Background: an optimization exercise with open tools, aiming at small area, a short achievable clock period and few clock cycles. Do not read the settings as production practice. Where RTL was checked, it was by simulation tests only, not by an equivalence proof against the original. Only the layout flow was run in runs 1 and 2; the RTL was not checked for function there. Power is estimated from default activity; no workload was simulated.

==> design/flow/design.v <==
module cpu(clk,reset,N,V,Z, mem_cmd, mem_addr, read_data, write_data);
    input clk, reset;
    input [15:0] read_data;
    output [15:0] write_data;
    output Z, V, N;
    output [8:0] mem_addr;
    output [1:0] mem_cmd;
    localparam [1:0] C_NONE = 2'b00, C_WRITE = 2'b01, C_READ = 2'b10;
    reg [127:0] R;               
    reg [15:0] IR;               
    reg        irv;              
    reg        halted;
    reg [1:0]  cmd;              
    reg [8:0]  maddr;            
    reg [15:0] wdata;            
    reg [7:0]  fpc;              
    reg        isf;              
    reg        fv;               
    reg        ldm_v, ldw_v;     
    reg [2:0]  ldm_rd, ldw_rd;
    reg        ldw_kill;         
    reg        fN, fV, fZ;
    assign mem_cmd = cmd;
    assign mem_addr = maddr;
    assign write_data = wdata;
    assign N = fN;
    assign V = fV;
    assign Z = fZ;
    wire [2:0] op = IR[15:13];
    wire [1:0] alu = IR[12:11];
    wire [2:0] rn = IR[10:8];
    wire [2:0] rd = IR[7:5];
    wire [1:0] sh = IR[4:3];
    wire [2:0] rm = IR[2:0];
    wire i_ldr  = ~op[2];
    wire i_str  = op[2] & ~op[1] & ~op[0];
    wire i_alu  = op[2] & ~op[1] & op[0];
    wire i_mov  = op[2] & op[1] & ~op[0];
    wire i_halt = op[2] & op[1] & op[0];
    wire i_movi = i_mov & alu[1];
    wire i_cmp  = i_alu & (alu == 2'b01);
    wire i_wr   = i_mov | (i_alu & (alu != 2'b01));
    wire [2:0] dst = i_movi ? rn : rd;
    wire use_rn = i_ldr | i_str | (i_alu & (alu != 2'b11));
    wire use_rm = i_alu | (i_mov & ~alu[1]);
    wire use_rd = i_str;
    wire hazard = ldm_v & ((use_rn & (rn == ldm_rd)) | (use_rm & (rm == ldm_rd)) |
                           (use_rd & (rd == ldm_rd)));
    wire ex = irv & ~halted & ~ldw_v & ~hazard;
    wire [2:0] bidx = i_str ? rd : rm;
    reg [15:0] a, bq;
    integer i;
    always @(*) begin
        a = 16'b0;
        bq = 16'b0;
        for (i = 0; i < 8; i = i + 1) begin
            a  = a  | ({16{rn == i}} & R[16*i +: 16]);
            bq = bq | ({16{bidx == i}} & R[16*i +: 16]);
        end
    end
    reg [15:0] b;
    always @(*) begin
        case (sh)
            2'b00: b = bq;
            2'b01: b = {bq[14:0], 1'b0};
            2'b10: b = {1'b0, bq[15:1]};
            default: b = {bq[15], bq[15:1]};
        endcase
    end
    wire i_ldst = i_ldr | i_str;
    wire [15:0] bb = i_ldst ? {{11{IR[4]}}, IR[4:0]} : b;
    wire sub = ~i_ldst & alu[0];
    wire [15:0] sum = a + (bb ^ {16{sub}}) + {15'b0, sub};
    wire cN = sum[15];
    wire cV = (a[15] ^ sum[15]) & (a[15] ^ b[15]);
    wire cZ = (sum == 16'b0);
    reg [15:0] res;
    always @(*) begin
        if (i_movi) res = {{8{IR[7]}}, IR[7:0]};
        else if (i_mov) res = b;
        else case (alu)
            2'b00: res = sum;
            2'b10: res = a & b;
            default: res = ~b;
        endcase
    end
    wire [8:0] daddr = sum[8:0];
    integer j;
    wire        we = (ldw_v & ~ldw_kill) | (ex & i_wr);
    wire [2:0]  widx = ldw_v ? ldw_rd : dst;
    wire [15:0] wd = ldw_v ? read_data : res;
    always_ff @(posedge clk) begin
        for (j = 0; j < 8; j = j + 1)
            if (we && widx == j) R[16*j +: 16] <= wd;
    end
    wire accept = fv & (~irv | ex);
    wire reject = fv & irv & ~ex;
    always_ff @(posedge clk) begin
        if (accept) IR <= read_data;
        wdata <= bq;
        if (ex & i_cmp) begin
            fN <= cN;
            fV <= cV;
            fZ <= cZ;
        end
    end
    wire mem_ex = ex & (i_ldr | i_str);
    wire stop = halted | (ex & i_halt);
    always_ff @(posedge clk) begin
        if (reset) begin
            irv <= 1'b0;
            halted <= 1'b0;
            cmd <= C_READ;
            maddr <= 9'd0;
            fpc <= 8'd1;
            isf <= 1'b1;
            fv <= 1'b0;
            ldm_v <= 1'b0;
            ldw_v <= 1'b0;
        end else begin
            irv <= accept | (irv & ~ex);
            halted <= stop;
            ldm_v <= ex & i_ldr;
            ldw_v <= ldm_v;
            fv <= isf;
            isf <= 1'b0;
            if (mem_ex) begin
                cmd <= i_ldr ? C_READ : C_WRITE;
                maddr <= daddr;
            end else if (stop) begin
                cmd <= C_NONE;
            end else begin
                cmd <= C_READ;
                isf <= 1'b1;
                if (reject) maddr <= {1'b0, fpc - 8'd1};
                else begin
                    maddr <= {1'b0, fpc};
                    fpc <= fpc + 8'd1;
                end
            end
        end
        ldm_rd <= rd;
        ldw_rd <= ldm_rd;
        ldw_kill <= ex & i_wr & (dst == ldm_rd);
    end
endmodule
==> design/flow/run.sh <==
#!/bin/bash
# synth_recipe.tcl (not shown) runs the flow's synth.tcl, then flattens the netlist and writes it again
# the make line also repeats each setting of config.mk as NAME=value (left out here)
make -C /OpenROAD-flow-scripts/flow DESIGN_CONFIG=/design/flow/config.mk WORK_HOME=/design/flow/orfs CLKGATE_MAP_FILE= SYNTH_SCRIPT=/design/flow/synth_recipe.tcl finish
==> design/flow/config.mk <==
export PLATFORM = sky130hd
export DESIGN_NAME = cpu
export DESIGN_NICKNAME = cpu
export VERILOG_FILES = /design/flow/design.v
export SDC_FILE = /design/flow/constraint.sdc
export NUM_CORES = 4
export LEC_CHECK = 0
export CAP_MARGIN = 20
export CORE_MARGIN = 2
export CORE_UTILIZATION = 40
export SETUP_SLACK_MARGIN = 3.5
export SLEW_MARGIN = 20
==> design/flow/constraint.sdc <==
create_clock -name core_clock -period 7.0 [get_ports {clk}]
set_input_delay 1.4000 -clock core_clock [delete_from_list [all_inputs] [get_ports {clk}]]
set_output_delay 1.4000 -clock core_clock [all_outputs]
set_load 0.01 [all_outputs]
==> impl_metrics.json, run 1 <==
{
  "dp_slack_ns": 0.957,
  "die_h_um": 171,
  "avgSynthCellArea_um2": 10.9,
  "required_ns": 7.18,
  "cts_tree": "built",
  "clockRootBuffer": "clkbuf_16",
  "finalHoldViolations": 0,
  "startpoint_type": "flop",
  "routed_via_density": 6.09,
  "p_int_uw": 2450,
  "setup_viol": 0,
  "antenna_found_initial": 0,
  "power_frac_comb_pct": 34.6,
  "critPathArrivalTime_ns": 5.33,
  "ys_ff_latch": 195,
  "synth_edf_count": 147,
  "status": "no timing/DRC/antenna violations",
  "diodes": 0,
  "numCtsBuffers": 17,
  "holdCritPathClass": "flop to flop",
  "grt_max_degree": 40,
  "synth.distinct_cells": 88,
  "dieArea_mm2": 0.0292,
  "clock_skew_ns": 0.0219,
  "power_uw": 3790,
  "fillers": 2395,
  "clk_pin_slew_ns": 0.09,
  "vias": 9399,
  "design.core.area_mm2": 0.0276,
  "syn_inst": 1023,
  "fin_nets": 1189,
  "slew_headroom_pct": 6.05,
  "synth_area_mm2": 0.0111,
  "grt_usage_pct": 25.4,
  "rsz0062_at_grt": "yes",
  "tns_ns": 0,
  "crit_type": "flop to flop",
  "regArea_mm2": 0.00538,
  "clock_power_share_pct": 28.8,
  "maxSlewViolCount": 0,
  "fin_worst_hold_slack_ns": 0.464,
  "finalCritPeriodShare_pct": 73.6,
  "ant_nets": 0,
  "firstDrtPassIters": 8,
  "grt_first_pass_wirelength_um": 54900,
  "final_cell_mix": "edfxtp_1 (147), buf_4 (105), nand2_1 (88)",
  "p_sw_share_pct": 35.2,
  "wl_per_cell_um": 23.8,
  "drv_cap": 0,
  "drt_wl_total_um": 36800,
  "tightest_slew_ns": 1.39,
  "io_buffers": 47,
  "start_util_pct": 40.3,
  "synth-seq-area-share_pct": 48.3,
  "std_cell_rows": 61,
  "yosys_most_used_dff": "edfxtp_1",
  "drive_gt1_share_pct": 29.4,
  "switchingPower_uw": 1330,
  "drc": 0,
  "gp_congestion": 0.909,
  "clk_path_buf_depth": 2,
  "hpwl_um": 23800,
  "pwr_density_cell_mw_per_mm2": 261,
  "mostFrequentLayoutCell": "edfxtp_1",
  "ys_async_sr_fraction_pct": 0,
  "htreeDepth": 4,
  "fin_crit_ns": 5.15,
  "clk_latency_ns": 0.46,
  "io_pins": 48,
  "synth.net_count": 1059,
  "ys_warn_count": 1,
  "p_leak_uw": 0.00533,
  "crit_fanout": 8,
  "peakVddDrop_v": 0.000208,
  "dieWidth_um": 171,
  "drtIter0Drc": 986,
  "pwr-share-seq_pct": 36.6,
  "multi_input_area_mm2": 0.00633,
  "grt_overflow": 0,
  "clock_sinks": 195,
  "area_delta_synth_final_pct": 30.2,
  "clock.fmax_mhz": 194,
  "layout_setup_ws_ns": 1.85,
  "first_global_vias": 9040,
  "endpoint_kind": "flop"
}
sequential cells by signal, indices dropped and copies added (netlist names):
register  count
ldw_kill      1
halted        1
cmd           2
fv            1
fV            1
fN            1
R           128
ldm_rd        3
IR           16
ldw_rd        3
ldw_v         1
isf           1
wdata        16
ldm_v         1
fpc           8
maddr         9
irv           1
fZ            1
metal layers:
layer | vias up | share of wire (%) | track usage (%)
met4 | 0 | 5.1 | 12.6
met2 | 528 | 47 | 40.9
met1 | 4604 | 39 | 33.5
met5 | - | 0 | 0
met3 | 115 | 8.8 | 4.21
li1 | 4152 | - | -
worst max-delay path: stages (launching register included):
cell      delay [ns]
edfxtp_1        0.40
or3b_4          0.49
mux2_8          0.38
buf_12          0.14
buf_6           0.12
mux2i_1         0.14
o211ai_1        0.13
a21oi_2         0.31
inv_1           0.17
o21ai_2         0.24
xnor2_1         0.14
a21oi_1         0.09
ha_2            0.39
a21o_4          0.17
nor3_4          0.04
a221oi_2        0.25
buf_4           0.18
nand4_1         0.12
a41oi_2         0.21
nand3_1         0.11
nand2_2         0.10
xnor2_2         0.14
o21ai_2         0.08
o22a_2          0.31
logic make-up after synthesis:
kind of cell / count (synthesis) / synth area share, %
multiplexers: 95 / 12.1
AND/OR/NAND/NOR: 301 / 12.9
buffers and inverters: 98 / 3.78
adder cells (fa/ha/maj): 18 / 2.09
flip-flops: 195 / 48.3
AO/OA/AOI/OAI: 260 / 16.5
XOR/XNOR: 56 / 4.40
power by group through the flow:
stage | combinational [µW] | clock (µW) | sequential, µW
finish | 1310 | 1090 | 1390
global route | 1380 | 1150 | 1390
CTS | 1140 | 1100 | 1390
detailed placement | 888 | 0 | 1420
global placement | 886 | 0 | 1420
floorplan | 624 | 0 | 1400
cells in the mapped netlist, types with 26 or more instances:
cell type    n  area share, %
mux2i_1     49            4.4
nor2_1      84            2.8
a21oi_1     61            2.7
xnor2_1     30            2.4
dfxtp_1     48            8.6
inv_1       34            1.1
nand2_1     93            3.1
o21ai_0     47            2.1
clkbuf_1    34            1.1
nand3_1     32            1.4
edfxtp_1   147             40
mux4_2      29            5.9
xor2_1      26            2.0
stage by stage:
| step | util, % | cells | cell area (µm²) |
|---|---|---|---|
| CTS | 50.5 | 1515 | 13900 |
| global placement | 43.8 | 1409 | 12100 |
| floorplan | - | 1023 | 11300 |
| finish | 52.5 | 1544 | 14500 |
| global route | 52.5 | 1544 | 14500 |
| detailed placement | 43.8 | 1409 | 12100 |
area by class of cell:
type | count | area share [%]
Multi-Input combinational cell | 733 | 43.7
Tap cell | 378 | 3.26
Inverter | 36 | 0.932
Clock inverter | 15 | 1.65
Clock buffer | 17 | 2.93
Timing Repair Buffer | 170 | 10.5
Sequential cell | 195 | 37.1
path summary, 6_finish.rpt:
path / start / endpoint / slack (ns) / cells after the start
hold reg to reg: ldm_rd[2] / ldw_rd[2] / 0.46 / 0
setup reg to reg: IR[14] / R[126] / 1.85 / 23
setup / recovery: IR[14] / R[126] / 1.85 / 23
hold / removal: ldm_rd[2] / ldw_rd[2] / 0.46 / 0
timing repair:
item | in CTS | in global routing
hold buffers | 0 | 0
pin swaps | 52 | 55
buffers inserted | 71 | 29
resized for setup | 102 | 56
gates cloned | 3 | 0
setup endpoints to repair | 191 | 267
==> run 2: changes to the inputs <==
--- a/design/flow/config.mk
+++ b/design/flow/config.mk
@@ -8,5 +8,5 @@
 export CAP_MARGIN = 20
 export CORE_MARGIN = 2
 export CORE_UTILIZATION = 40
-export SETUP_SLACK_MARGIN = 3.5
+export SETUP_SLACK_MARGIN = 2.5
 export SLEW_MARGIN = 20
==> run 2 against run 1 <==
Against the previous run: critical path type unchanged; power shrank 1.6%; cell count grew 0.71%; sequential power is essentially flat; still clean; design area shrank 0.40%; wire length grew 1.1%; register-to-register slack is essentially flat; utilization shrank 0.21 points; die area is the same; synthesized cell count is the same; worst setup slack lost 0.015 ns; sequential cell count is the same.
==> impl_metrics.json, run 2 <==
{
  "status": "no timing/DRC/antenna violations",
  "holdCritPathClass": "flop to flop",
  "synth.distinct_cells": 88,
  "tightest_slew_ns": 1.18,
  "synth-simple-area-share_pct": 12.9,
  "met2_usage_pct": 41.2,
  "drv_cap": 0,
  "crit_type": "flop to flop",
  "io_pins": 48,
  "dieArea_mm2": 0.0292,
  "synthMostInstantiatedCell": "edfxtp_1",
  "finalHoldViolations": 0,
  "min_to": "fv",
  "synth_adder_area_share_pct": 2.09,
  "critPathArrivalTime_ns": 5.33,
  "maxSlewViolCount": 0,
  "drt_wl_total_um": 37200,
  "ys_async_sr_fraction_pct": 0,
  "tns_ns": 0,
  "hold_buffers": 0,
  "clock_sinks": 195,
  "hpwl_um": 23600,
  "synth_area_leaders": "edfxtp_1 (40%), dfxtp_1 (8.6%), mux4_2 (5.9%), mux2i_1 (4.4%), nand2_1 (3.1%)",
  "synth-seq-area-share_pct": 48.3,
  "clk_latency_ns": 0.45,
  "io_buffers": 47,
  "first_global_vias": 8929,
  "firstDrtPassIters": 6,
  "rr_worst_depth": 21,
  "final_cell_mix": "edfxtp_1 (147), buf_4 (113), nand2_1 (85)",
  "synth_top_family_by_area": "compound AO/OA/AOI/OAI gates",
  "synth.net_count": 1059,
  "hp-start": "isf",
  "start_util_pct": 40.3,
  "yosys_most_used_dff": "edfxtp_1",
  "r2r-end": "R[94]",
  "clock.fmax_mhz": 194,
  "dieWidth_um": 171,
  "die_h_um": 171,
  "largestRegisters": "R: 128 flops, IR: 16 flops, wdata: 16 flops",
  "grt_first_pass_wirelength_um": 54800,
  "ys_warn_count": 1,
  "clock_skew_ns": 0.0134,
  "routed_via_density": 6.04,
  "syn_inst": 1023,
  "wl_per_cell_um": 23.9,
  "grt_util_met1_pct": 33.6,
  "pwr_density_cell_mw_per_mm2": 258,
  "mostFrequentLayoutCell": "edfxtp_1",
  "slew_headroom_pct": 20.6,
  "ys_ff_latch": 195,
  "clk_pin_slew_ns": 0.09,
  "dpl.cell_count": 1412,
  "crit_fanout": 8,
  "yosysTopAreaCell": "edfxtp_1",
  "synth_compound_area_share_pct": 16.5,
  "synth_mux_area_share_pct": 12.1,
  "drtIter0Drc": 1101,
  "grt_overflow": 0,
  "peakVddDrop_v": 0.000175,
  "rr_startpoint": "IR[14]",
  "numCtsBuffers": 17,
  "gp_congestion": 0.878,
  "design.core.area_mm2": 0.0276,
  "cts_tree": "built",
  "startpoint_type": "flop",
  "synth_area_mm2": 0.0111,
  "clockRootBuffer": "clkbuf_16",
  "area_delta_synth_final_pct": 29.7,
  "std_cell_rows": 61,
  "antenna_found_initial": 0,
  "grt_max_degree": 40,
  "diodes": 0,
  "fin_crit_ns": 5.17,
  "vias": 9397,
  "largest_reg_flops": 128,
  "r2r_slack_ns": 1.83,
  "avgSynthCellArea_um2": 10.9,
  "synth_xor_area_share_pct": 4.40,
  "p_leak_uw": 0.00535,
  "finalCritPeriodShare_pct": 73.8,
  "use_met3_pct": 3.28,
  "ant_nets": 0,
  "fin_cells": 1555,
  "grt_usage_pct": 25.3,
  "top_usage_layer": "met2",
  "drive_gt1_share_pct": 29.8,
  "htreeDepth": 4,
  "setup_viol": 0,
  "required_ns": 7.16,
  "endpoint_kind": "flop",
  "holdPathStages": 1,
  "synth_edf_count": 147,
  "synth_top_area_share_pct": 39.6,
  "rsz0062_at_grt": "yes",
  "clk_path_buf_depth": 2,
  "largest-register": "R",
  "drc": 0,
  "fin_nets": 1200,
  "synth_commonest_cells": "edfxtp_1 (147), nand2_1 (93), nor2_1 (84)"
}
[run 2: cell types whose count changed in the layout (fill, tap and decap cells not counted), moves of 3 or more]
cell / previous run / this run
a21oi_4: 7 / 4
o21ai_1: 14 / 20
o21ai_0: 31 / 28
buf_6: 10 / 14
buf_4: 105 / 113
a21oi_2: 11 / 17
nand2_1: 88 / 85
ha_4: 2 / 5
a21oi_1: 44 / 41
inv_16: 4 / 0
[run 2: layout make-up]
class	instances	area (µm²)
Fill cell	2388	13200
Multi-Input combinational cell	735	6280
Sequential cell	195	5380
Timing Repair Buffer	179	1560
Tap cell	378	473
Clock buffer	17	425
Clock inverter	15	189
Inverter	36	135
[run 2: kinds of logic after synthesis]
logic type	after synthesis
xor gates and xnor gates	56
DFF	195
adders and majority gates	18
buffers and inverters	98
and+or+nand+nor	301
muxes	95
AOI/OAI and AO/OA	260
[run 2: power breakdown]
group / internal (µW) / switching [µW]
Combinational: 589 / 719
Sequential: 1340 / 38.4
Clock: 495 / 541
Total: 2430 / 1300
[run 2: worst max-delay path by stage]
| stage | startpoint | to | depth (start not counted) |
|---|---|---|---|
| finish | IR[14] | R[94] | 21 |
| floorplan | IR[14] | R[110] | 23 |
| global route | IR[14] | R[14] | 23 |
| CTS | IR[13] | fZ | 19 |
| detailed placement | IR[14] | R[125] | 18 |
| global placement | IR[14] | R[37] | 18 |
[run 2: what timing repair did]
action,CTS,global route
gates cloned,5,1
pin swaps,65,53
setup buffers,60,45
resized for setup,98,62
endpoints found under the setup margin,129,128
hold endpoints to repair,0,0
[run 2: critical path: stages (launching register included)]
cell and delay [ns]:
edfxtp_1 0.42, or3b_4 0.47, mux2_8 0.39, mux2_4 0.33, a221oi_4 0.29, a2bb2oi_4 0.24
a21oi_2 0.12, xnor2_1 0.15, o21ai_1 0.21, inv_1 0.09, fa_2 0.38, nor2b_4 0.17
o31ai_4 0.09, a221oi_2 0.28, buf_4 0.17, nand4_1 0.11, a41oi_2 0.22, nand3_1 0.11
nand2_2 0.09, xnor2_2 0.14, o21ai_1 0.11, o22a_2 0.31
[run 2: per-layer routing]
layer,wire [µm],vias to the layer above
met2,17600,513
met4,1720,0
met1,15000,4605
met3,2900,101
met5,0,-
li1,-,4178
[run 2: metrics by stage]
stage               area (µm²)  power [µW]  utilization, %  worst slack, ns  hold WS, ns
detailed placement       12100        2300            43.8             1.06        0.424
floorplan                11300        2020               -             2.24        0.343
CTS                      13800        3540            49.9             1.99        0.445
global route             14400        3850            52.3             1.69        0.472
global placement         12100        2300            43.8             1.16        0.416
finish                   14400        3730            52.3             1.83        0.440
==> run 3: changes to the inputs <==
--- a/design/flow/design.v
+++ b/design/flow/design.v
@@ -67,13 +67,11 @@
             default: b = {bq[15], bq[15:1]};
         endcase
     end
-    wire i_ldst = i_ldr | i_str;
-    wire [15:0] bb = i_ldst ? {{11{IR[4]}}, IR[4:0]} : b;
-    wire sub = ~i_ldst & alu[0];
-    wire [15:0] sum = a + (bb ^ {16{sub}}) + {15'b0, sub};
-    wire cN = sum[15];
-    wire cV = (a[15] ^ sum[15]) & (a[15] ^ b[15]);
-    wire cZ = (sum == 16'b0);
+    wire [15:0] sum = a + b;
+    wire [16:0] dif = {1'b0, a} + {1'b0, ~b} + 17'd1;
+    wire cN = dif[15];
+    wire cV = (~a[15] & b[15] & dif[15]) | (a[15] & ~b[15] & ~dif[15]);
+    wire cZ = (a == b);
     reg [15:0] res;
     always @(*) begin
         if (i_movi) res = {{8{IR[7]}}, IR[7:0]};
@@ -84,7 +82,7 @@
             default: res = ~b;
         endcase
     end
-    wire [8:0] daddr = sum[8:0];
+    wire [8:0] daddr = a[8:0] + {{4{IR[4]}}, IR[4:0]};
     integer j;
     wire        we = (ldw_v & ~ldw_kill) | (ex & i_wr);
     wire [2:0]  widx = ldw_v ? ldw_rd : dst;
--- a/design/flow/config.mk
+++ b/design/flow/config.mk
@@ -8,5 +8,4 @@
 export CAP_MARGIN = 20
 export CORE_MARGIN = 2
 export CORE_UTILIZATION = 40
-export SETUP_SLACK_MARGIN = 2.5
 export SLEW_MARGIN = 20
==> run 3 against run 2 <==
Against the previous run: still clean; clock-buffer cell count is the same; via count shrank 0.16%; synthesized cell count grew 7.2%; clock skew is essentially flat; sequential share of layout area grew 3.7 points; die area grew 3.9%; non-clock buffer count shrank 95; critical path depth shrank 4; power shrank 14%; sequential cell count is the same; worst setup slack lost 0.84 ns; largest cell class unchanged.
==> impl_metrics.json, run 3 <==
{
  "status": "no timing/DRC/antenna violations",
  "drive_gt1_share_pct": 11.8,
  "yosys_most_used_dff": "edfxtp_1",
  "cts_tree": "built",
  "clock_sinks": 195,
  "synth_compound_area_share_pct": 18.1,
  "clock_skew_ns": 0.0136,
  "largest_reg_flops": 128,
  "power_uw": 3220,
  "start_util_pct": 40.5,
  "synth-simple-area-share_pct": 13.7,
  "io_buffers": 47,
  "synth.net_count": 1160,
  "hold_buffers": 0,
  "synth.distinct_cells": 83,
  "grt_max_degree": 47,
  "crit_type": "flop to flop",
  "slowest_stage": "mux2i_1",
  "ys_ff_latch": 195,
  "design.core.area_mm2": 0.0286,
  "dieArea_mm2": 0.0303,
  "clk_pin_slew_ns": 0.08,
  "crit_path_frequent_cell": "o21ai_0",
  "pwr_density_cell_mw_per_mm2": 245,
  "required_ns": 7.25,
  "postCtsSetupBuffers": 0,
  "tns_ns": 0,
  "multi_input_area_mm2": 0.00571,
  "routed_via_density": 6.14,
  "fin_crit_ns": 6.01,
  "numCtsBuffers": 17,
  "critPathBufInv": 1,
  "gp_congestion": 0.924,
  "peakVddDrop_v": 0.000180,
  "critPathArrivalTime_ns": 6.26,
  "setup_viol": 0,
  "ant_nets": 0,
  "holdCritPathClass": "flop to flop",
  "yosysTopAreaCell": "edfxtp_1",
  "fin_worst_hold_slack_ns": 0.454,
  "regArea_mm2": 0.00538,
  "tightest_slew_ns": 0.939,
  "drt_wl_total_um": 37300,
  "grt_usage_pct": 24.6,
  "crit_fanout": 16,
  "grt_first_pass_wirelength_um": 55900,
  "clock.fmax_mhz": 166,
  "maxSlewViolCount": 0,
  "std_cell_rows": 62,
  "io_pins": 48,
  "dieWidth_um": 174,
  "finalHoldViolations": 0,
  "diodes": 0,
  "mostFrequentLayoutCell": "edfxtp_1",
  "crit_family": "compound AO/OA/AOI/OAI gates",
  "drv_cap": 0,
  "post_cts_resized": 0,
  "synthMostInstantiatedCell": "edfxtp_1",
  "synth_area_mm2": 0.0116,
  "clk_path_buf_depth": 2,
  "drc": 0,
  "vias": 9382,
  "synth_commonest_cells": "edfxtp_1 (147), nor2_1 (89), nand2_1 (69)",
  "slowest_delay_ns": 0.64,
  "antenna_found_initial": 1,
  "synth_xor_area_share_pct": 3.48,
  "drtIter0Drc": 1092,
  "synth_top_family_by_area": "compound AO/OA/AOI/OAI gates",
  "synth_adder_area_share_pct": 4.99,
  "synth_top_area_share_pct": 38.1,
  "endpoint_kind": "flop",
  "syn_inst": 1097,
  "slew_headroom_pct": 35.6,
  "synth_edf_count": 147,
  "wl_per_cell_um": 24.4,
  "largestRegisters": "R: 128 flops, IR: 16 flops, wdata: 16 flops",
  "startpoint_type": "flop",
  "ys_warn_count": 1,
  "clockRootBuffer": "clkbuf_16",
  "area_delta_synth_final_pct": 13.4,
  "first_global_vias": 8747,
  "avgSynthCellArea_um2": 10.6,
  "largest-register": "R",
  "p_leak_uw": 0.00470,
  "fin_nets": 1193,
  "synth_area_leaders": "edfxtp_1 (38%), dfxtp_1 (8.3%), ha_1 (4.6%), mux2i_1 (4.1%), a22oi_1 (3.6%)",
  "firstDrtPassIters": 6,
  "htreeDepth": 4,
  "synth_mux_area_share_pct": 8.93,
  "path_cells": "nor3b_4, buf_4, mux2i_1, mux2_2, a21oi_1, a21o_1, nor2_1, or2_2, ha_1, o21ai_0, o21a_1, o21ai_0, nand4_1, a31oi_1, a211oi_1, or4_1, nand3_1",
  "rsz0062_at_grt": "no",
  "synth-seq-area-share_pct": 46.4,
  "clk_latency_ns": 0.46,
  "hpwl_um": 26700,
  "die_h_um": 174,
  "final_cell_mix": "edfxtp_1 (147), nor2_1 (88), nand2_1 (69)",
  "grt_overflow": 0,
  "finalCritPeriodShare_pct": 85.9,
  "fillers": 2588,
  "ys_async_sr_fraction_pct": 0
}
==> run 3: cell count changes in the layout (fill, tap and decap cells not counted), sizes merged, moves of 10 or more <==
cell / previous run / this run
inv: 44 / 56
nand4b: 0 / 12
nor3: 20 / 32
a22oi: 6 / 55
nor3b: 0 / 12
mux2: 21 / 35
buf: 131 / 37
mux4: 29 / 6
nand2: 93 / 69
ha: 17 / 43
o21ai: 57 / 25
xor2: 26 / 16
o22ai: 3 / 14
==> run 3: worst paths after layout <==
kind / start / end / slack (ns) / cells after the start
worst min-delay path: isf / fv / 0.45 / 1
worst max register to register: IR[15] / R[15] / 0.99 / 17
worst max-delay path: IR[15] / R[15] / 0.99 / 17
worst min register to register: isf / fv / 0.45 / 1
==> run 3: per-stage QoR <==
step	utilization, %	instances	worst slack, ns	cell area [µm²]
after floorplan	-	1097	2.36	11600
after global placement	43.6	1495	1.26	12500
after detailed placement	43.7	1495	1.23	12500
after CTS	45.9	1527	1.17	13100
after global routing	45.9	1527	0.641	13100
final	45.9	1527	0.989	13100
==> run 3: layout make-up <==
class	count	share of cell area (%)
Multi-Input combinational cell	780	43.4
Sequential cell	195	40.9
Timing Repair Buffer	84	5.70
Tap cell	384	3.66
Clock buffer	17	3.24
Clock inverter	15	1.55
Inverter	52	1.49
==> run 3: cells by family (layout without fill, tap and decap cells) <==
group                      Yosys count  after routing
and+or+nand+nor                    314            314
adders and majority gates           45             45
buffers and inverters              122            168
muxes                               90             90
AOI/OAI and AO/OA                  285            285
xor gates and xnor gates            46             46
DFF                                195            195
==> run 3: report_power, final <==
| part | switching, µW | total (µW) | internal, µW |
|---|---|---|---|
| logic | 502 | 814 | 312 |
| registers | 36.5 | 1360 | 1330 |
| clock network | 520 | 1040 | 522 |
| total | 1060 | 3220 | 2160 |
==> run 3: routing by layer <==
metal / routed length (µm) / GRT usage, % / part of all wire [%]
met1: 15600 / 33.1 / 42
met2: 17200 / 39.2 / 46
met3: 3070 / 4.55 / 8.2
met4: 1400 / 9.94 / 3.7
met5: 0 / 0 / 0
Testbench counts of run 3, summed over its fixed seeds: cycles 17,575.

==> static timing again, ports no longer ideal <==
No port has a modelled driver above. Below, the same layouts with a new extraction and two added sets of constraints. Step 1 assumes that a clkbuf_16 drives the clock port and a buf_2 every other input. Step 2, shift: input delay + t, output delay - t, t = (earliest + latest rising clock arrival at the registers) / 2. This alone moves slack from input paths to output paths. Slacks: ideal / step 1 / step 2; pairs: ideal / step 1.
run | t (ns) | setup slack, ns | worst slew at a driven data input, ns | pins driven straight from the clock port
run 1 | 0.502 | 1.848 / 1.848 / 1.848 | 0.03 | 1
run 2 | 0.493 | 1.833 / 1.833 / 1.833 | 0.04 | 1
run 3 | 0.507 | 0.989 / 0.989 / 0.989 | 0.06 | 1
After both steps setup and hold are still met in every run listed.
